Context: an optimization exercise on an open-source flow, tuned for small area, a short achievable clock period and few clock cycles per item. The choices shown serve that exercise and are no tape-out recipe. Only simulation tests tie the RTL to the original design; equivalence was not proved.

### design/flow/flow/run.sh
#!/bin/bash
bash standard.sh SETUP_SLACK_MARGIN=8.0 "BUFFER_PORTS_ARGS=-buffer_cell sky130_fd_sc_hd__buf_1" finish > standard_run.log 2>&1
### design/flow/constraint.sdc
create_clock -name core_clock -period 14.0 [get_ports {i_clk}]
set_input_delay 2.8000 -clock core_clock [delete_from_list [all_inputs] [get_ports {i_clk}]]
set_output_delay 2.8000 -clock core_clock [all_outputs]
set_load 0.01 [all_outputs]
### design/flow/design.v
`timescale 1ns / 1ps
module shift_sub_mod_mul #(
  parameter Data_Width = 256
)(
  input  logic                      i_clk,
  input  logic                      i_rst_n,
  input  logic                      i_load,
  input  logic [Data_Width - 1 : 0] i_a,
  input  logic [Data_Width - 1 : 0] i_b,
  input  logic [Data_Width - 1 : 0] i_m,
  output logic                      o_ready,
  output logic                      o_busy,
  output logic [Data_Width - 1 : 0] o_p
);
  localparam int N = Data_Width;
  localparam int W = Data_Width + 2;
  logic [N-1:0] a_r, m_r;
  logic [N+1:0] b_r;               
  logic [W-1:0] s_r, c_r;
  logic       ph_first, ph_step, ph_res, ph_rot, addm;
  logic       sel_shl, sel_res;    
  logic [7:0] cnt, sh;
  function automatic logic [23:0] thr(input logic [3:0] mi);
    case (mi)
      4'd5:    thr = {-8'sd6,  8'sd6,  8'sd16};
      4'd6:    thr = {-8'sd6,  8'sd8,  8'sd20};
      4'd7:    thr = {-8'sd6,  8'sd10, 8'sd24};
      4'd8:    thr = {-8'sd6,  8'sd12, 8'sd28};
      4'd9:    thr = {-8'sd7,  8'sd13, 8'sd31};
      4'd10:   thr = {-8'sd9,  8'sd13, 8'sd33};
      4'd11:   thr = {-8'sd11, 8'sd13, 8'sd35};
      4'd12:   thr = {-8'sd13, 8'sd13, 8'sd37};
      4'd13:   thr = {-8'sd15, 8'sd13, 8'sd39};
      4'd14:   thr = {-8'sd17, 8'sd13, 8'sd41};
      4'd15:   thr = {-8'sd19, 8'sd13, 8'sd43};
      default: thr = {-8'sd6,  8'sd4,  8'sd12};
    endcase
  endfunction
  function automatic logic [8:0] add9(input logic [8:0] a, input logic [8:0] b);
    logic [8:0] g, p, gg, pp;
    g = a & b;
    p = a ^ b;
    gg = g;
    pp = p;
    for (int d = 1; d < 9; d = d * 2) begin
      for (int i = 8; i >= d; i--) begin
        gg[i] = gg[i] | (pp[i] & gg[i-d]);
        pp[i] = pp[i] & pp[i-d];
      end
    end
    add9 = p ^ {gg[7:0], 1'b0};
  endfunction
  function automatic logic sign9(input logic [8:0] a, input logic [8:0] b);
    logic [8:0] s;
    s = add9(a, b);
    sign9 = s[8];
  endfunction
  function automatic logic [1:0] qsel(input logic [2:0] ge);
    qsel = ge[1] ? (ge[2] ? 2'd3 : 2'd2) : (ge[0] ? 2'd1 : 2'd0);
  endfunction
  function automatic logic [W-1:0] ymul(input logic [3:0] q, input logic [N-1:0] m);
    ymul = q[2] ? ~{2'b00, m} :
           q[3] ? ~{1'b0, m, 1'b0} :
           q[0] ?  {2'b00, m} : '0;
  endfunction
  function automatic logic [3:0] onehot(input logic [1:0] d);
    onehot = 4'b0001 << d;
  endfunction
  logic [3:0]    q1_r;
  logic          stepq;
  logic [3:0]    mi;
  logic [3:0]    q1, q2;
  logic [W-1:0]  x1, y1, z1, yy1, s1a, c1a, s1, c1;
  logic [W-1:0]  x2, y2, z2, yy2, s2a, c2a, s2, c2;
  logic [W-1:0]  ym [4];
  assign stepq = ph_first | ph_step;
  assign mi    = m_r[N-1:N-4];
  assign z1 = b_r[N+1] ? {2'b00, a_r} : '0;
  assign z2 = b_r[N]   ? {2'b00, a_r} : '0;
  always_comb for (int k = 0; k < 4; k++) ym[k] = ymul(4'b0001 << k, m_r);
  assign x1 = ({W{sel_shl}} & {s_r[W-2:0], ph_rot & s_r[W-1]}) | ({W{sel_res}} & {1'b0, s_r[W-1:1]});
  assign y1 = ({W{sel_shl}} & {c_r[W-2:0], 1'b0})              | ({W{sel_res}} & {1'b0, c_r[W-1:1]});
  assign q1  = q1_r;
  assign yy1 = ymul(q1, m_r);
  assign s1a = x1 ^ y1 ^ z1;
  assign c1a = {((x1 & y1) | (x1 & z1) | (y1 & z1)), 1'b0} | {{(W-1){1'b0}}, q1[2] | q1[3]};
  assign s1  = s1a ^ c1a ^ yy1;
  assign c1  = {((s1a & c1a) | (s1a & yy1) | (c1a & yy1)), 1'b0};
  logic [8:0] zy2_r, zy3_r;
  logic [8:0] xw2, yw2, xw3, yw3;
  logic [8:0] aw [8];
  assign xw2 = s_r[W-3:W-11];
  assign yw2 = c_r[W-3:W-11];
  assign xw3 = s_r[W-4:W-12];
  assign yw3 = c_r[W-4:W-12];
  assign aw[0] = 9'd0;
  assign aw[1] = {2'b00, a_r[N-1:N-7]};
  assign aw[2] = {1'b0, a_r[N-1:N-8]};
  assign aw[4] = a_r[N-1:N-9];
  assign aw[3] = add9(aw[1], aw[2]);
  assign aw[5] = add9(aw[1], aw[4]);
  assign aw[6] = add9(aw[2], aw[4]);
  assign aw[7] = add9(aw[3], aw[4]);
  logic [8:0] k2 [3];
  logic [8:0] k3 [4][3];
  always_comb begin
    logic [23:0] tt;
    logic [8:0]  t4;
    tt = thr(mi);
    for (int j = 0; j < 3; j++) begin
      t4 = {tt[8*(2-j) +: 7], 2'b00};
      k2[j] = -t4;
      for (int k = 0; k < 4; k++) k3[k][j] = add9(ym[k][W-2:W-10], -t4);
    end
  end
  logic [8:0] xs2, xs3;
  logic [2:0] ge2;
  logic [2:0] ge3 [4];
  logic [8:0] zy3k1 [3];
  assign xs2 = add9(xw2 ^ yw2 ^ zy2_r,
                    {(xw2[7:0] & yw2[7:0]) | (xw2[7:0] & zy2_r[7:0]) | (yw2[7:0] & zy2_r[7:0]), 1'b0});
  assign xs3 = add9(xw3 ^ yw3 ^ zy3_r,
                    {(xw3[7:0] & yw3[7:0]) | (xw3[7:0] & zy3_r[7:0]) | (yw3[7:0] & zy3_r[7:0]), 1'b0});
  always_comb begin
    for (int j = 0; j < 3; j++) begin
      ge2[j] = ~sign9(xs2, k2[j]);
      for (int k = 0; k < 4; k++)
        ge3[k][j] = ~sign9(xs3, k3[k][j]);
      zy3k1[j] = add9(zy3_r, k3[1][j]);
    end
  end
  logic [2:0] gef;
  always_comb for (int j = 0; j < 3; j++) gef[j] = ~zy3k1[j][8];
  assign q2 = ph_step ? onehot(qsel(ge2)) : (addm ? 4'b0001 : 4'b0010);
  logic [3:0] q3;
  logic [8:0] zy2_n, zy3_n, za2_n, za3_n;
  always_comb begin
    logic [1:0] d;
    d = '0;
    for (int k = 0; k < 4; k++) if (q2[k]) d = d | qsel(ge3[k]);
    if (ph_first) d = qsel(gef);
    q3 = onehot(d);
  end
  assign za2_n = aw[{b_r[N-1], b_r[N-2]}];
  assign za3_n = aw[{b_r[N-1], b_r[N-2], b_r[N-3]}];
  always_comb begin
    zy2_n = '0;
    zy3_n = '0;
    for (int k = 0; k < 4; k++) begin
      zy2_n = zy2_n | ({9{q3[k]}} & add9(za2_n, ym[k][W-2:W-10]));
      zy3_n = zy3_n | ({9{q3[k]}} & add9(za3_n, ym[k][W-3:W-11]));
    end
  end
  assign x2 = {s1[W-2:0], (ph_rot & s1[W-1]) | (sel_res & s_r[0])};
  assign y2 = {c1[W-2:0], 1'b0};
  assign yy2 = ymul(q2, m_r);
  assign s2a = x2 ^ y2 ^ z2;
  assign c2a = {((x2 & y2) | (x2 & z2) | (y2 & z2)), 1'b0} | {{(W-1){1'b0}}, q2[2] | q2[3]};
  assign s2  = s2a ^ c2a ^ yy2;
  assign c2  = {((s2a & c2a) | (s2a & yy2) | (c2a & yy2)), 1'b0};
  logic la_cz, la_neg;
  assign la_cz  = ~|c1;
  assign la_neg = s1[W-2];
  logic       n_first, n_step, n_res, n_rot, n_addm, n_ready, n_busy;
  logic [7:0] n_cnt, n_sh;
  always_comb begin
    n_first = ph_first;
    n_step  = ph_step;
    n_res   = ph_res;
    n_rot   = ph_rot;
    n_addm  = addm;
    n_cnt   = cnt;
    n_sh    = sh;
    n_ready = 1'b0;
    n_busy  = o_busy;
    if (i_load) begin
      n_first = 1'b1;
      n_step  = 1'b0;
      n_res   = 1'b0;
      n_rot   = 1'b0;
      n_addm  = 1'b0;
      n_cnt   = '0;
      n_sh    = '0;
      n_busy  = 1'b1;
    end else begin
      if (ph_first) begin
        if (m_r[N-1:N-2] != 2'b00) begin
          n_first = 1'b0;
          n_step  = 1'b1;
          n_cnt   = 8'd1;
        end else begin
          n_sh = sh + 8'd2;
        end
      end
      if (ph_step) begin
        n_cnt = cnt + 8'd1;
        if (cnt == 8'd128) begin
          n_step = 1'b0;
          n_res  = 1'b1;
          n_addm = q3[0];
        end
      end
      if (ph_res) begin
        if (addm) begin
          n_addm = 1'b0;
        end else if (la_cz) begin
          if (la_neg) begin
            n_addm = 1'b1;
          end else if (sh == 8'd0) begin
            n_res   = 1'b0;
            n_ready = 1'b1;
            n_busy  = 1'b0;
          end else begin
            n_res = 1'b0;
            n_rot = 1'b1;
            n_cnt = {1'b0, sh[7:1]};
          end
        end
      end
      if (ph_rot) begin
        n_cnt = cnt + 8'd1;
        if (cnt == 8'd128) begin
          n_rot   = 1'b0;
          n_ready = 1'b1;
          n_busy  = 1'b0;
        end
      end
    end
  end
  always_ff @(posedge i_clk or negedge i_rst_n) begin
    if (!i_rst_n) begin
      ph_first <= 1'b0;
      ph_step  <= 1'b0;
      ph_res   <= 1'b0;
      ph_rot   <= 1'b0;
      addm     <= 1'b0;
      cnt      <= '0;
      sh       <= '0;
      o_busy   <= 1'b0;
      o_ready  <= 1'b0;
      sel_shl  <= 1'b0;
      sel_res  <= 1'b1;
    end else begin
      ph_first <= n_first;
      ph_step  <= n_step;
      ph_res   <= n_res;
      ph_rot   <= n_rot;
      addm     <= n_addm;
      cnt      <= n_cnt;
      sh       <= n_sh;
      o_busy   <= n_busy;
      o_ready  <= n_ready;
      sel_shl  <= n_step | n_rot;
      sel_res  <= ~n_first & ~n_step & ~n_rot;
    end
  end
  always_ff @(posedge i_clk) begin
    s_r <= s2;
    c_r <= c2;
    if (i_load) begin
      a_r <= i_a;
      m_r   <= i_m;
      b_r   <= {2'b00, i_b};
      q1_r  <= 4'b0010;
      zy2_r <= 9'd0;
      zy3_r <= i_b[N-1] ? {2'b00, i_a[N-1:N-7]} : 9'd0;
    end else begin
      b_r <= {b_r[N-1:0], 2'b00};
      if (m_r[N-1:N-2] == 2'b00) m_r <= {m_r[N-3:0], 2'b00};
      if (n_step) begin
        q1_r  <= q3;
        zy2_r <= zy2_n;
        zy3_r <= zy3_n;
      end else begin
        q1_r  <= 4'b0010;
        zy2_r <= 9'd0;
        zy3_r <= b_r[N-3] ? {2'b00, a_r[N-1:N-7]} : 9'd0;
      end
    end
  end
  assign o_p = s_r[N-1:0];
endmodule
### design/flow/config.mk
export PLATFORM = sky130hd
export DESIGN_NAME = shift_sub_mod_mul
export DESIGN_NICKNAME = shift_sub_mod_mul
export VERILOG_FILES = /design/flow/design.v
export SDC_FILE = /design/flow/constraint.sdc
export NUM_CORES = 4
export LEC_CHECK = 0
export CAP_MARGIN = 30
export CORE_MARGIN = 2
export CORE_UTILIZATION = 35
export SETUP_SLACK_MARGIN = 0.5
export SLEW_MARGIN = 40
### design/flow/standard.sh
#!/bin/bash
# synth_recipe.tcl (not shown) runs the flow's synth.tcl, then flattens the netlist and writes it again
# the make line also repeats each setting of config.mk as NAME=value (left out here)
make -C /OpenROAD-flow-scripts/flow DESIGN_CONFIG=/design/flow/config.mk WORK_HOME=/design/flow/orfs CLKGATE_MAP_FILE= SYNTH_SCRIPT=/design/flow/synth_recipe.tcl "${@:-finish}"
==> flow_summary.ini, run 1 <==
[cells_and_area]
final_cell_mix = fa_1 (1056), buf_1 (1027), inv_1 (856), nand2_1 (827), dfxtp_1 (799)
multi_input_area_um2 = 51200
drive_above_1_share_pct = 8.17
area_growth_pct = 13.6
final_common_cell = fa_1
finalCoreUtilization_pct = 39.9
regArea_um2 = 32200
fin_nets = 11023
fill_cells = 24936

[cts]
clk_latency_ns = 0.86
cts.sinks = 1343
hold_buffers = 0
cts-root-buf = clkbuf_16
cts_tree = built
cts_buffers = 163
htreeDepth = 4
cts.clk_slew.worst_paths_ns = 0.06
cts_buffer_depth = 3

[placed_design]
place_hpwl_um = 282000
io_buffers = 1028
finalWeightedCongestion = 0.980

[die]
die_area_um2 = 262000
start_util_pct = 35.1
coreArea_um2 = 256000
fp.dieH_um = 511
io_pins = 1029
die_w_um = 511
num_rows = 186

[critical_path]
worstSetupStartpointType = register
cp.arrival_ns = 6.68
cp_max_fo = 85
rr_worst_depth = 13
crit_slowest_cell = dfxtp_4
critical_path.startpoint = b_r[257]
path_cells = buf_16, buf_16, nand2_1, fa_1, fa_1, nand4_1, nor4_1, nand4_1, nor2_1, nand4b_1, nor2_4, o21ai_0, a221oi_1
cp-end-kind = register
critPathMaxStageDelay_ns = 0.74
critical_path_class = register to register
r2r-start = b_r[257]
cp.required_ns = 14.70

[route]
wire_per_inst_um = 30.4
routed_wl_um = 380000
drtPass1Iterations = 8
final_antenna_net_count = 0
drc = 0
wirelength_met1_um = 145000
dr_wl_met3_um = 42200
vias = 71442
wl_met2_um = 163000
top_layer_used = met5
vias_per_cell = 5.71
first_iter_violations = 8445

[sta]
fin_tns_setup_ns = 0
setup_violations = 0
min_period_ns = 5.99
slew_viol_final = 0
worst_pin_slew_ns = 0.891
period_share_pct = 42.8
rsz0062_at_grt = no
hold_ws_ns = 0.449
fmax_mhz = 167
hold_viol = 0
slew_headroom_pct = 40.6
finClkSkew_ns = 0.0594

[global_routing]
grt_first_pass_wirelength_um = 530000
antenna_found_initial = 58
track_usage_pct = 27.9
overflow = 0
grt_pass1_vias = 72375
grt_max_degree = 165

[synthesis]
ys_seq_area_share_pct = 35.6
synth_seq_cells = 1343
async_flop_share_pct = 1.79
yosysWarnings = 7
netlist_instances = 8382
syn-cell-area_um2 = 90100
synth_edf_count = 512
synth-main-ff-cell = dfxtp_1
avgSynthCellArea_um2 = 10.8
synthesis.nets = 10456
synth_cell_types = 90

[worst_hold_path]
worstHoldStart = b_r[190]
hold_path.class = register to register
min_path_cells = 1

[job]
cap_violations = 0

[outcome]
run_status = complete, no violations
## cell type report
cell class	instances	share of cell area [%]
clock buffers	236	4.67
diodes	30	0.0733
inverters	859	3.15
flip-flops and latches	1343	31.4
clock inverters	70	0.694
well taps	3384	4.14
repair buffers	1175	5.84
multi-input cells	5407	50.0
## final timing paths
| check | end | slack, ns |
|---|---|---|
| min in group asynchronous | cnt[1] | 2.03 |
| hold reg to reg | b_r[192] | 0.45 |
| hold / removal | b_r[192] | 0.45 |
| max in group asynchronous | sel_shl | 11.56 |
| setup reg to reg | cnt[0] | 8.01 |
| setup / recovery | cnt[0] | 8.01 |
## cell usage after synthesis (all sizes together), types with 9 or more instances
library cell  count  area (um^2)
o21ai           569         2860
nor3             22          115
xnor2           124         1090
o21a             12         91.3
mux2i            38          384
mux2            263         2970
o21bai           51          383
edfxtp          512        15400
buf             303         2120
clkbuf          474         1780
fa             1058        21200
nand3            24          138
nand4            68          425
nor2            126          475
nor2b            14         87.6
nand2b           12         75.1
a22o              9         78.8
dfrtp            23          576
inv             856         3210
a22oi           518         3890
nand2           829         3110
a21oi           143          716
nor4             20          138
a211oi           13         97.6
a21o            296         2220
o211ai          263         1970
dfxtp           807        16200
xor2             40          350
and2            275         1720
ha              245         3070
a221oi          268         2360
a2111oi           9         97.6
## through the flow
step                cells  area, um^2  setup WS [ns]
floorplan            8382       90200           8.01
global placement    12107       95300           6.30
detailed placement  12112       95500           6.76
CTS                 12441      102000           8.01
global route        12499      102000           8.00
finish              12504      102000           8.01
## what timing repair did
item / in CTS / in global routing
endpoints found under the hold margin: 0 / 0
buffers inserted: 12 / 16
gates resized for setup: 48 / 34
pin swaps: 4 / 2
gates cloned: 11 / 14
setup endpoints to repair: 548 / 461
## sequential cells by signal, indices dropped and copies added (netlist names), 3 cells and up, named ones only
register and cells:
a_r 256, b_r 258, c_r 257, cnt 8, m_r 256, q1_r 3
s_r 258, sh 7, zy2_r 9, zy3_r 9
## worst max-delay path, delay by kind of cell, from the launching register on
kind	cells	cell delay, ns
DFF	1	0.74
buffers and inverters	2	0.88
and+or+nand+nor	7	2.19
AOI/OAI and AO/OA	2	0.61
adders and majority gates	2	1.25
## layer usage
layer | vias up | global-route usage, %
met1 | 36090 | 35.6
met2 | 4458 | 41.4
met3 | 890 | 7.83
li1 | 29976 | -
met4 | 28 | 18.5
met5 | - | 0
## logic make-up (layout without fill, tap and decap cells)
kind of cell | Yosys count | after routing | share of synthesized area [%]
AOI/OAI and AO/OA | 2202 | 2204 | 16.9
buffers and inverters | 1636 | 2340 | 7.90
and+or+nand+nor | 1429 | 1431 | 7.31
DFF | 1343 | 1343 | 35.6
adders and majority gates | 1305 | 1305 | 26.9
muxes | 303 | 303 | 3.77
xor gates and xnor gates | 164 | 164 | 1.59
other | 0 | 30 | 0
Testbench counts, summed over its fixed seeds: cycles 25,722, ops 192.
==> run 2: changes to the inputs <==
==> design/flow/flow/run.sh (replaced) <==
#!/bin/bash
bash standard.sh SETUP_SLACK_MARGIN=9.0 "BUFFER_PORTS_ARGS=-buffer_cell sky130_fd_sc_hd__buf_1" finish > standard_run.log 2>&1
==> run 2 against run 1 <==
  * Still clean
  * Wire length up 15%
  * Sequential cell count is the same
  * Global-route usage up 4.0 points
  * Final area rose by 9.6%
  * Count of clock-buffer cells in the layout down 13
==> flow_summary.ini, run 2 <==
[synthesis]
synth_adder_area_share_pct = 26.9
synth_top_area_cell = fa_1
synthTopCellsByArea = fa_1 (23%), dfxtp_1 (18%), edfxtp_1 (17%)
synth_seq_cells = 1343
synthXorXnorAreaFrac_pct = 1.59
synth_cell_types = 90
yosys-mux-area-fraction_pct = 3.77
async_flop_share_pct = 1.79
yosysWarnings = 7
synth_compound_area_share_pct = 16.9
synthesis.nets = 10456
synth.most_common_cell = fa_1
synth_common_cells = fa_1 (1058), inv_1 (856), nand2_1 (828)
synth-main-ff-cell = dfxtp_1
syn-cell-area_um2 = 90100
netlist_instances = 8382
synthSimpleGateAreaFrac_pct = 7.31
ys_seq_area_share_pct = 35.6
avgSynthCellArea_um2 = 10.8
synth_edf_count = 512
synth_top_area_share_pct = 23.5
synth_top_family_by_area = adder cells

[critical_path]
worstSetupStartpointType = register
r2r-start = zy3_r[2]
cp_max_fo = 12
crit_slowest_cell = fa_1
path_cells = fa_1, ha_1, a211oi_1, o21bai_2, a21oi_2, xnor2_2, buf_4, ha_1, a2111oi_4, nand2_1, o22ai_2, xor2_2, xnor2_2, mux2i_2, a21oi_2, or4b_4, nand2_4, o21ai_4, buf_12, mux2_4, mux2i_1, nor2_1
critical_path.startpoint = zy3_r[2]
cp.arrival_ns = 6.22
cp-end-kind = register
critPathMaxStageDelay_ns = 0.50
cp_num_buf_inv = 2
cp.required_ns = 14.73
critPathTopFamily = compound AO/OA/AOI/OAI gates
critical_path_class = register to register

[route]
vias_per_cell = 5.92
vias = 76216
drtPass1Iterations = 9
final_antenna_net_count = 0
routed_wl_um = 437000
drc = 0
first_iter_violations = 10132
wire_per_inst_um = 34.0

[cts]
cts_buffer_depth = 3
hold_buffers = 0
htreeDepth = 4
cts_tree = built
cts.clk_slew.worst_paths_ns = 0.06
cts.sinks = 1343
cts_buffers = 164
clk_latency_ns = 0.88
cts-root-buf = clkbuf_16

[die]
die_area_um2 = 262000
coreArea_um2 = 256000
num_rows = 186
die_w_um = 511
fp.dieH_um = 511
io_pins = 1029
start_util_pct = 35.1

[sta]
rsz0062_at_grt = yes
setup_violations = 0
slew_viol_final = 0
min_period_ns = 5.49
hold_viol = 0
setup_ws_ns = 8.51
finClkSkew_ns = 0.0563
fmax_mhz = 182
worst_pin_slew_ns = 0.946
fin_tns_setup_ns = 0
slew_headroom_pct = 36.9
period_share_pct = 39.2

[cells_and_area]
largestRegisters = b_r x258, s_r x258, c_r x257
final_common_cell = buf_1
final_cell_mix = buf_1 (1027), inv_1 (853), dfxtp_1 (784), fa_1 (781), nand2_1 (720)
fin_area_um2 = 112000
finalNonFillerCells = 12876
fin_nets = 11387
area_growth_pct = 24.4
drive_above_1_share_pct = 17.7

[placed_design]
finalWeightedCongestion = 0.971
io_buffers = 1028
place_hpwl_um = 284000
dp.cells = 12105
post_dp_cell_area_um2 = 95500
place_worst_setup_slack_ns = 6.66

[global_routing]
track_usage_pct = 32.0
grt_max_degree = 135
grt_pass1_vias = 76563
overflow = 0
antenna_found_initial = 66
grt_first_pass_wirelength_um = 594000

[worst_hold_path]
worstHoldStart = b_r[129]
hold_path.class = register to register

[job]
cap_violations = 0

[outcome]
run_status = complete, no violations
run 2: cell counts after synthesis:
No cell type changed its count.
run 2: layout make-up:
cell class	count	area [um^2]
Clock buffer	223	4530
Fill cell	23927	144000
Clock inverter	84	973
Multi-Input combinational cell	5407	53600
Inverter	859	3230
Antenna cell	38	95.1
Timing Repair Buffer	1538	13300
Sequential cell	1343	32200
Tap cell	3384	4230
run 2: stage by stage:
step                utilization [%]  hold WS [ns]
floorplan                         -         0.434
global placement               37.2         0.438
detailed placement             37.2         0.440
CTS                            42.7         0.442
global route                   43.7         0.462
finish                         43.7         0.446
run 2: what timing repair did:
| action | CTS | global route |
|---|---|---|
| buffers inserted | 180 | 73 |
| endpoints found under the hold margin | 0 | 0 |
| setup endpoints to repair | 802 | 621 |
| resized for setup | 1014 | 331 |
| gates cloned | 150 | 22 |
| pin swaps | 404 | 225 |
run 2: path summary, 6_finish.rpt:
check | to | slack (ns) | cells past startpoint
max in group asynchronous | sel_shl | 11.57 | 2
worst min register to register | b_r[131] | 0.45 | 1
worst max register to register | zy3_r[7] | 8.51 | 22
worst min-delay path | b_r[131] | 0.45 | 1
min in group asynchronous | sh[5] | 2.02 | 2
worst max-delay path | zy3_r[7] | 8.51 | 22
run 2: logic make-up (layout without fill, tap and decap cells):
family          count (synthesis)  in the layout
flops                        1343           1343
simple gates                 1429           1430
xor+xnor                      164            164
mux                           303            303
fa+ha+maj                    1305           1305
buf+inv                      1636           2704
compound gates               2202           2205
other cells                     0             38
run 2: per-layer routing:
layer | wire length, um | global-route usage, %
met2 | 180000 | 45.4
met3 | 59200 | 12.0
met5 | 243 | 0
met4 | 41300 | 25.0
met1 | 156000 | 38.8
==> run 3: changes to the inputs <==
==> design/flow/flow/run.sh (replaced) <==
#!/bin/bash
bash standard.sh SETUP_SLACK_MARGIN=8.75 "BUFFER_PORTS_ARGS=-buffer_cell sky130_fd_sc_hd__buf_1" finish > standard_run.log 2>&1
==> run 3 against run 2 <==
  * Wire length down 4.8%
  * Global-route usage shrank 2.5 points
  * Clock skew is 0.043 ns higher
  * Cell count down 1.6%
  * Core utilization is 1.9 points lower
  * Non-clock buffer count fell by 200
  * Maximum frequency rose by 1.7%
  * Register-to-register slack improved by 0.09 ns
  * Largest cell class unchanged
==> flow_summary.ini, run 3 <==
[outcome]
run_status = complete, no violations

[synthesis]
synthesis.nets = 10456
synth.most_common_cell = fa_1
synth_cell_types = 90
synth_seq_cells = 1343
netlist_instances = 8382
ys_seq_area_share_pct = 35.6
yosysWarnings = 7
avgSynthCellArea_um2 = 10.8
synth_common_cells = fa_1 (1058), inv_1 (856), nand2_1 (828)
syn-cell-area_um2 = 90100
synthTopCellsByArea = fa_1 (23%), dfxtp_1 (18%), edfxtp_1 (17%)
synth_top_area_share_pct = 23.5
synth_top_area_cell = fa_1
async_flop_share_pct = 1.79
synth_edf_count = 512
synth-main-ff-cell = dfxtp_1

[global_routing]
overflow = 0
grt_pass1_vias = 73793
grt_first_pass_wirelength_um = 554000
grt_max_degree = 157
track_usage_pct = 29.4
antenna_found_initial = 69

[route]
first_iter_violations = 9158
wire_per_inst_um = 32.8
drtPass1Iterations = 8
final_antenna_net_count = 0
drc = 0
vias = 74255
routed_wl_um = 416000
vias_per_cell = 5.86

[sta]
worst_pin_slew_ns = 0.936
min_period_ns = 5.40
fin_tns_setup_ns = 0
rsz0062_at_grt = yes
fmax_mhz = 185
setup_ws_ns = 8.60
slew_viol_final = 0
period_share_pct = 38.5
setup_violations = 0
slew_headroom_pct = 37.6
finClkSkew_ns = 0.0990
hold_viol = 0

[critical_path]
cp-end-kind = register
worstSetupStartpointType = register
r2r-start = c_r[247]
cp.required_ns = 14.73
rr_worst_depth = 25
r2r-end = zy3_r[3]
cp.arrival_ns = 6.13
critical_path.startpoint = c_r[247]
critical_path_class = register to register
setup.worst_path.end = zy3_r[3]
cp_max_fo = 8
ff2ff_setup_slack_ns = 8.60

[worst_hold_path]
hold_path.class = register to register
min_path_cells = 1

[cts]
cts_buffer_depth = 4
cts_tree = built
clk_latency_ns = 0.89
cts-root-buf = clkbuf_16
cts.sinks = 1343
cts.clk_slew.worst_paths_ns = 0.07
htreeDepth = 4
hold_buffers = 0
cts_buffers = 174

[die]
die_w_um = 511
fp.dieH_um = 511
coreArea_um2 = 256000
num_rows = 186
start_util_pct = 35.1
die_area_um2 = 262000
io_pins = 1029

[cells_and_area]
area_growth_pct = 19.2
largestRegisters = b_r x258, s_r x258, c_r x257
drive_above_1_share_pct = 12.5
finalCoreUtilization_pct = 41.9
fin_nets = 11197
fin_area_um2 = 107000
final_cell_mix = buf_1 (1027), fa_1 (1007), inv_1 (851), nand2_1 (826), dfxtp_1 (787)
final_common_cell = buf_1

[placed_design]
post_dp_cell_area_um2 = 95600
place_worst_setup_slack_ns = 6.72
place_hpwl_um = 285000
io_buffers = 1028
finalWeightedCongestion = 0.998

[job]
cap_violations = 0
==> run 3: cell families after synthesis <==
| logic type | Yosys count | share of synthesized area [%] |
|---|---|---|
| AOI/OAI and AO/OA | 2202 | 16.9 |
| xor gates and xnor gates | 164 | 1.59 |
| adders and majority gates | 1305 | 26.9 |
| buffers and inverters | 1636 | 7.90 |
| DFF | 1343 | 35.6 |
| muxes | 303 | 3.77 |
| and+or+nand+nor | 1429 | 7.31 |
==> run 3: routing by layer <==
metal	share of wire, %	global-route usage [%]
met5	0.067	0
met4	8.8	21.0
met3	13	9.27
met2	42	42.7
met1	37	36.9
==> run 3: metrics by stage <==
step / hold WS, ns / std cells
after detailed placement: 0.441 / 12109
after floorplan: 0.434 / 8382
after global placement: 0.436 / 12098
after global routing: 0.423 / 12663
after CTS: 0.403 / 12534
final: 0.409 / 12673
==> run 3: final cells by class <==
cell class	instances	area (um^2)
inverters	859	3230
clock inverters	71	704
fillers	24532	149000
flip-flops and latches	1343	32200
diodes	32	80.1
well taps	3384	4230
clock buffers	239	4950
multi-input cells	5407	52900
repair buffers	1338	9140
==> run 3: repair_timing <==
action,in CTS,in global routing
resized for setup,379,412
pin swaps,43,147
endpoints found under the setup margin,742,649
gates cloned,39,64
buffers inserted,76,41
==> run 3: critical path, cell delays in order, from the launching register on <==
cell       delay [ns]
dfxtp_4          0.35
fa_1             0.53
ha_2             0.19
inv_2            0.04
fa_2             0.35
nor2b_1          0.12
o21ai_1          0.07
nand2b_1         0.12
buf_6            0.12
xor2_4           0.25
buf_4            0.20
buf_4            0.19
ha_1             0.27
a2111oi_1        0.40
a21oi_1          0.16
xnor2_1          0.16
mux2i_1          0.14
a21oi_1          0.08
or4b_4           0.53
nand2_4          0.09
o21ai_4          0.08
buf_12           0.16
buf_4            0.14
mux2i_1          0.10
mux2_2           0.27
o21ai_1          0.10
==> run 3: how the worst min path moves through the flow <==
stage | start | endpoint | slack (ns)
2_1_floorplan | b_r[39] | b_r[41] | 0.43
3_3_place_gp | b_r[247] | b_r[249] | 0.44
3_5_place_dp | b_r[115] | b_r[117] | 0.44
4_1_cts | b_r[65] | b_r[67] | 0.40
5_1_grt | b_r[65] | b_r[67] | 0.42
6_report | b_r[65] | b_r[67] | 0.41
==> run 4: changes to the inputs <==
==> design/flow/flow/run.sh (replaced) <==
#!/bin/bash
bash standard.sh SETUP_SLACK_MARGIN=8.5 finish > standard_run.log 2>&1
==> run 4 against run 3 <==
  * Still clean on timing, DRC and antenna
  * Die area is the same
  * Register-to-register slack worse by 0.15 ns
  * First-iteration DRC count down 8.5%
  * Worst hold slack better by 0.035 ns
  * Synthesized area is the same
  * Non-clock buffer count shrank 103
  * Critical path type unchanged
  * Largest cell class unchanged
==> flow_summary.ini, run 4 <==
[synthesis]
synth_common_cells = fa_1 (1058), inv_1 (856), nand2_1 (828)
synthesis.nets = 10456
async_flop_share_pct = 1.79
synth_top_family_by_area = adder cells
netlist_instances = 8382
synthXorXnorAreaFrac_pct = 1.59
syn-cell-area_um2 = 90100
synthTopCellsByArea = fa_1 (23%), dfxtp_1 (18%), edfxtp_1 (17%)
synth_adder_area_share_pct = 26.9
avgSynthCellArea_um2 = 10.8
yosys-mux-area-fraction_pct = 3.77
yosysWarnings = 7
ys_seq_area_share_pct = 35.6
synth_seq_cells = 1343
synth_edf_count = 512
synth-main-ff-cell = dfxtp_1
synth.most_common_cell = fa_1
synth_compound_area_share_pct = 16.9
synthSimpleGateAreaFrac_pct = 7.31
synth_cell_types = 90
synth_top_area_cell = fa_1
synth_top_area_share_pct = 23.5

[sta]
fin_tns_setup_ns = 0
setup_violations = 0
slew_viol_final = 0
finClkSkew_ns = 0.0640
slew_headroom_pct = 34.9
hold_viol = 0
fmax_mhz = 180
rsz0062_at_grt = yes
hold_ws_ns = 0.444
min_period_ns = 5.54
worst_pin_slew_ns = 0.977
period_share_pct = 39.6

[placed_design]
place_hpwl_um = 284000
finalWeightedCongestion = 0.979
io_buffers = 1028

[route]
first_iter_violations = 8377
drc = 0
routed_wl_um = 394000
final_antenna_net_count = 0
wire_per_inst_um = 31.3
drtPass1Iterations = 7
vias_per_cell = 5.74
vias = 72316

[critical_path]
worstSetupStartpointType = register
cp.arrival_ns = 6.28
ff2ff_setup_slack_ns = 8.46
rr_worst_depth = 13
critical_path_class = register to register
crit_slowest_cell = dfxtp_4
r2r-end = cnt[0]
critPathMaxStageDelay_ns = 0.60
cp-end-kind = register
r2r-start = b_r[257]
path_cells = buf_12, buf_6, nand2_1, fa_1, fa_1, nand4_1, nor4_4, nand4_1, nor4_4, nand4b_1, nor2_4, o21ai_0, a221oi_1
cp.required_ns = 14.74
cp_max_fo = 41

[global_routing]
overflow = 0
grt_max_degree = 157
antenna_found_initial = 74
track_usage_pct = 29.1
grt_first_pass_wirelength_um = 548000
grt_pass1_vias = 73826

[worst_hold_path]
hold_path_end = b_r[140]
hold_path.class = register to register
min_path_cells = 1
worstHoldStart = b_r[138]

[die]
start_util_pct = 35.1
fp.dieH_um = 511
io_pins = 1029
die_w_um = 511
coreArea_um2 = 256000
num_rows = 186
die_area_um2 = 262000

[cts]
cts_buffer_depth = 3
hold_buffers = 0
htreeDepth = 4
clk_latency_ns = 0.89
cts-root-buf = clkbuf_16
cts_buffers = 168
cts.clk_slew.worst_paths_ns = 0.07
cts_tree = built
cts.sinks = 1343

[cells_and_area]
final_common_cell = fa_1
drive_above_1_share_pct = 9.56
final_cell_mix = fa_1 (1048), clkdlybuf4s50_1 (1027), inv_1 (854), nand2_1 (826), dfxtp_1 (790)
area_growth_pct = 22.4
largestRegisters = b_r x258, s_r x258, c_r x257
fin_nets = 11089

[outcome]
run_status = complete, no violations

[job]
cap_violations = 0
-- run 4: cell counts after synthesis --
Identical to the previous run, type by type.
-- run 4: critical path, delay by kind of cell (launching register included) --
| family | cells | cell delay, ns |
|---|---|---|
| AOI/OAI and AO/OA | 2 | 0.61 |
| buffers and inverters | 2 | 0.71 |
| adders and majority gates | 2 | 0.92 |
| DFF | 1 | 0.60 |
| and+or+nand+nor | 7 | 2.51 |
-- run 4: logic make-up after synthesis --
family / Yosys count
mux: 303
flops: 1343
compound gates: 2202
simple gates: 1429
xor+xnor: 164
buf+inv: 1636
fa+ha+maj: 1305
-- run 4: stage by stage --
| stage | cells | setup slack (ns) | area, um^2 | utilization, % |
|---|---|---|---|---|
| floorplan | 8382 | 8.07 | 90200 | - |
| global placement | 12111 | 6.17 | 102000 | 39.7 |
| detailed placement | 12115 | 6.43 | 102000 | 39.7 |
| CTS | 12513 | 8.50 | 109000 | 42.6 |
| global route | 12589 | 8.34 | 110000 | 43.0 |
| finish | 12603 | 8.46 | 110000 | 43.0 |
-- run 4: layer usage --
metal  track usage (%)  vias to the layer above  wire (um)
li1                  -                    30114          -
met1              36.5                    36289     148000
met2              42.1                     4855     166000
met3              8.85                     1024      46400
met4              21.8                       34      34500
met5                 0                        -        215
-- run 4: worst max-delay path by stage --
stage / from / depth (start not counted) / slack (ns) / endpoint
final: b_r[257] / 13 / 8.46 / cnt[0]
after global routing: c_r[248] / 25 / 8.34 / zy3_r[1]
after CTS: zy3_r[1] / 26 / 8.50 / zy3_r[5]
after detailed placement: s_r[248] / 22 / 6.43 / s_r[37]
after global placement: sel_res / 13 / 6.17 / cnt[0]
after floorplan: i_load / 6 / 8.07 / register
-- run 4: cell type report --
type | count | area [um^2]
fill | 24118 | 146000
multi-input combinational | 5408 | 51700
sequential | 1343 | 32200
timing repair buffer | 1235 | 13300
clock buffer | 221 | 4600
tap | 3384 | 4230
inverter | 859 | 3230
clock inverter | 96 | 933
antenna | 57 | 143
-- run 4: repair_timing --
item	in CTS	in global routing
setup buffers	52	27
pin swaps	25	24
gates resized for setup	136	94
setup endpoints to repair	551	533
gates cloned	29	6
==> run 5: changes to the inputs <==
==> design/flow/flow/run.sh (replaced) <==
#!/bin/bash
bash standard.sh SETUP_SLACK_MARGIN=8.5 "BUFFER_PORTS_ARGS=-buffer_cell sky130_fd_sc_hd__buf_1" finish > standard_run.log 2>&1
==> run 5 against run 4 <==
  * Still clean
  * Non-clock buffer count fell by 10
  * Clock skew rose by 0.020 ns
  * Die area did not move
  * First-iteration DRC count rose by 4.5%
  * Critical path depth rose by 4
  * Sequential cell count did not move
  * Count of clock-buffer cells in the layout rose by 8
  * Worst hold slack got worse by 0.021 ns
  * Register-to-register slack improved by 0.11 ns
  * Critical path type unchanged
  * Largest cell class unchanged
  * Highest routed layer unchanged
==> flow_summary.ini, run 5 <==
[synthesis]
synth_edf_count = 512
synth_compound_area_share_pct = 16.9
synth.most_common_cell = fa_1
synth_top_family_by_area = adder cells
yosys-mux-area-fraction_pct = 3.77
synth-main-ff-cell = dfxtp_1
yosysWarnings = 7
synth_top_area_share_pct = 23.5
synth_adder_area_share_pct = 26.9
synth_seq_cells = 1343
synth_cell_types = 90
synthXorXnorAreaFrac_pct = 1.59
synth_top_area_cell = fa_1
ys_seq_area_share_pct = 35.6
synth_common_cells = fa_1 (1058), inv_1 (856), nand2_1 (828)
avgSynthCellArea_um2 = 10.8
syn-cell-area_um2 = 90100
synthTopCellsByArea = fa_1 (23%), dfxtp_1 (18%), edfxtp_1 (17%)
async_flop_share_pct = 1.79
synthSimpleGateAreaFrac_pct = 7.31
synthesis.nets = 10456
netlist_instances = 8382

[cells_and_area]
fin_nets = 11079
finalCoreUtilization_pct = 40.4
area_growth_pct = 15.0
final_cell_mix = fa_1 (1050), buf_1 (1027), inv_1 (854), nand2_1 (826), dfxtp_1 (789)
largestRegisters = b_r x258, s_r x258, c_r x257
drive_above_1_share_pct = 9.36
final_common_cell = fa_1

[placed_design]
place_worst_setup_slack_ns = 6.27
place_hpwl_um = 281000
finalWeightedCongestion = 0.989
io_buffers = 1028

[outcome]
run_status = complete, no violations

[cts]
cts_tree = built
clk_latency_ns = 0.89
htreeDepth = 4
cts.sinks = 1343
cts_buffer_depth = 3
cts_buffers = 168
cts-root-buf = clkbuf_16
cts.clk_slew.worst_paths_ns = 0.07

[global_routing]
grt_max_degree = 182
overflow = 0
antenna_found_initial = 72
grt_first_pass_wirelength_um = 538000
track_usage_pct = 28.5
grt_pass1_vias = 72559

[critical_path]
r2r-end = cnt[4]
r2r-start = q1_r[3]
worstSetupStartpointType = register
rr_worst_depth = 17
cp-end-kind = register
ff2ff_setup_slack_ns = 8.57
critical_path_class = register to register
cp.arrival_ns = 6.12
cp.required_ns = 14.69
cp_max_fo = 120

[sta]
fmax_mhz = 184
rsz0062_at_grt = yes
min_period_ns = 5.43
setup_ws_ns = 8.57
setup_violations = 0
slew_viol_final = 0
finClkSkew_ns = 0.0839
worst_pin_slew_ns = 0.980
hold_viol = 0
hold_ws_ns = 0.423
slew_headroom_pct = 34.6
fin_tns_setup_ns = 0
period_share_pct = 38.8

[route]
routed_wl_um = 387000
vias_per_cell = 5.72
drtPass1Iterations = 7
drc = 0
first_iter_violations = 8751
vias = 71922
final_antenna_net_count = 0
wire_per_inst_um = 30.8

[die]
io_pins = 1029
coreArea_um2 = 256000
die_area_um2 = 262000
fp.dieH_um = 511
die_w_um = 511
start_util_pct = 35.1
num_rows = 186

[worst_hold_path]
hold_path_end = b_r[195]
min_path_cells = 1
hold_path.class = register to register
worstHoldStart = b_r[193]

[job]
cap_violations = 0
[run 5: cell families after synthesis]
| logic type | Yosys count |
|---|---|
| and+or+nand+nor | 1429 |
| DFF | 1343 |
| muxes | 303 |
| adders and majority gates | 1305 |
| AOI/OAI and AO/OA | 2202 |
| buffers and inverters | 1636 |
| xor gates and xnor gates | 164 |
[run 5: worst max-delay path: stages (launching register included)]
cell      delay (ns)
dfxtp_4         0.42
buf_12          0.27
buf_6           0.41
buf_4           0.39
a221oi_1        0.34
a21o_1          0.16
fa_1            0.29
nand4_1         0.51
nor4_2          0.70
nand2_1         0.19
nor4_4          0.32
nand4b_1        0.22
nor2_4          0.23
inv_1           0.12
o21ai_0         0.18
nor2_1          0.07
a21oi_1         0.13
nor2_1          0.05
[run 5: worst max path at each step]
stage	from	to	slack, ns
after floorplan	i_load	register	8.07
after global placement	sel_shl	cnt[0]	5.81
after detailed placement	sel_shl	cnt[0]	6.27
after CTS	s_r[248]	zy3_r[2]	8.47
after global routing	s_r[247]	zy2_r[7]	8.43
final	q1_r[3]	cnt[4]	8.57
[run 5: final cells by class]
| cell class | instances | area (um^2) |
|---|---|---|
| fillers | 24902 | 153000 |
| multi-input cells | 5408 | 51500 |
| flip-flops and latches | 1343 | 32200 |
| repair buffers | 1225 | 6690 |
| clock buffers | 229 | 4730 |
| well taps | 3384 | 4230 |
| inverters | 859 | 3230 |
| clock inverters | 85 | 963 |
| diodes | 32 | 80.1 |
[run 5: timing repair]
item | CTS | global route
gates cloned | 24 | 10
pin swaps | 19 | 31
setup endpoints to repair | 730 | 667
hold buffers | 0 | 0
buffers inserted | 39 | 34
resized for setup | 123 | 75
[run 5: metal layers]
metal	wire (um)	up-vias	track usage [%]	share of wire, %
li1	-	30098	-	-
met1	147000	36259	36.1	38
met3	43400	899	8.26	11
met2	167000	4636	42.6	43
met4	29300	30	18.2	7.6
met5	187	-	0	0.048
[run 5: per-stage QoR]
step / area [um^2] / cells
after floorplan: 90200 / 8382
after global placement: 95300 / 12109
after detailed placement: 95400 / 12111
after CTS: 103000 / 12488
after global routing: 104000 / 12556
final: 104000 / 12565

what the ideal ports hide:
In the flow no input, the clock included, has a driving cell. The finished layouts below were timed again as built, in two steps.
Step 1: set_driving_cell puts a clkbuf_16 on i_clk and a buf_2 on each other input, an assumption about the parent block.
Step 2, shift: input delay + t, output delay - t, t = (earliest + latest rising clock arrival at the registers) / 2. This alone moves slack from input paths to output paths.
Slacks: ideal / step 1 / step 2; pairs: ideal / step 1.
run | shift t [ns] | setup slack, ns | worst register clock-pin slew, ns | worst slew at a driven data input, ns | pins driven straight from the clock port
run 1 | 0.938 | 8.015 / 8.015 / 7.478 | 0.07 / 0.07 | 0.30 | 1
run 2 | 0.948 | 8.514 / 8.514 / 7.953 | 0.07 / 0.07 | 0.35 | 1
run 3 | 0.946 | 8.604 / 8.604 / 8.149 | 0.07 / 0.07 | 0.33 | 1
run 4 | 0.966 | 8.457 / 8.457 / 7.804 | 0.07 / 0.07 | 0.29 | 1
run 5 | 0.948 | 8.569 / 8.569 / 7.796 | 0.08 / 0.08 | 0.29 | 1
After both steps every run listed still meets setup and hold. The setup slack of run 5, which loses most, moves by 0.000 ns with the drivers and by -0.773 ns with both steps.
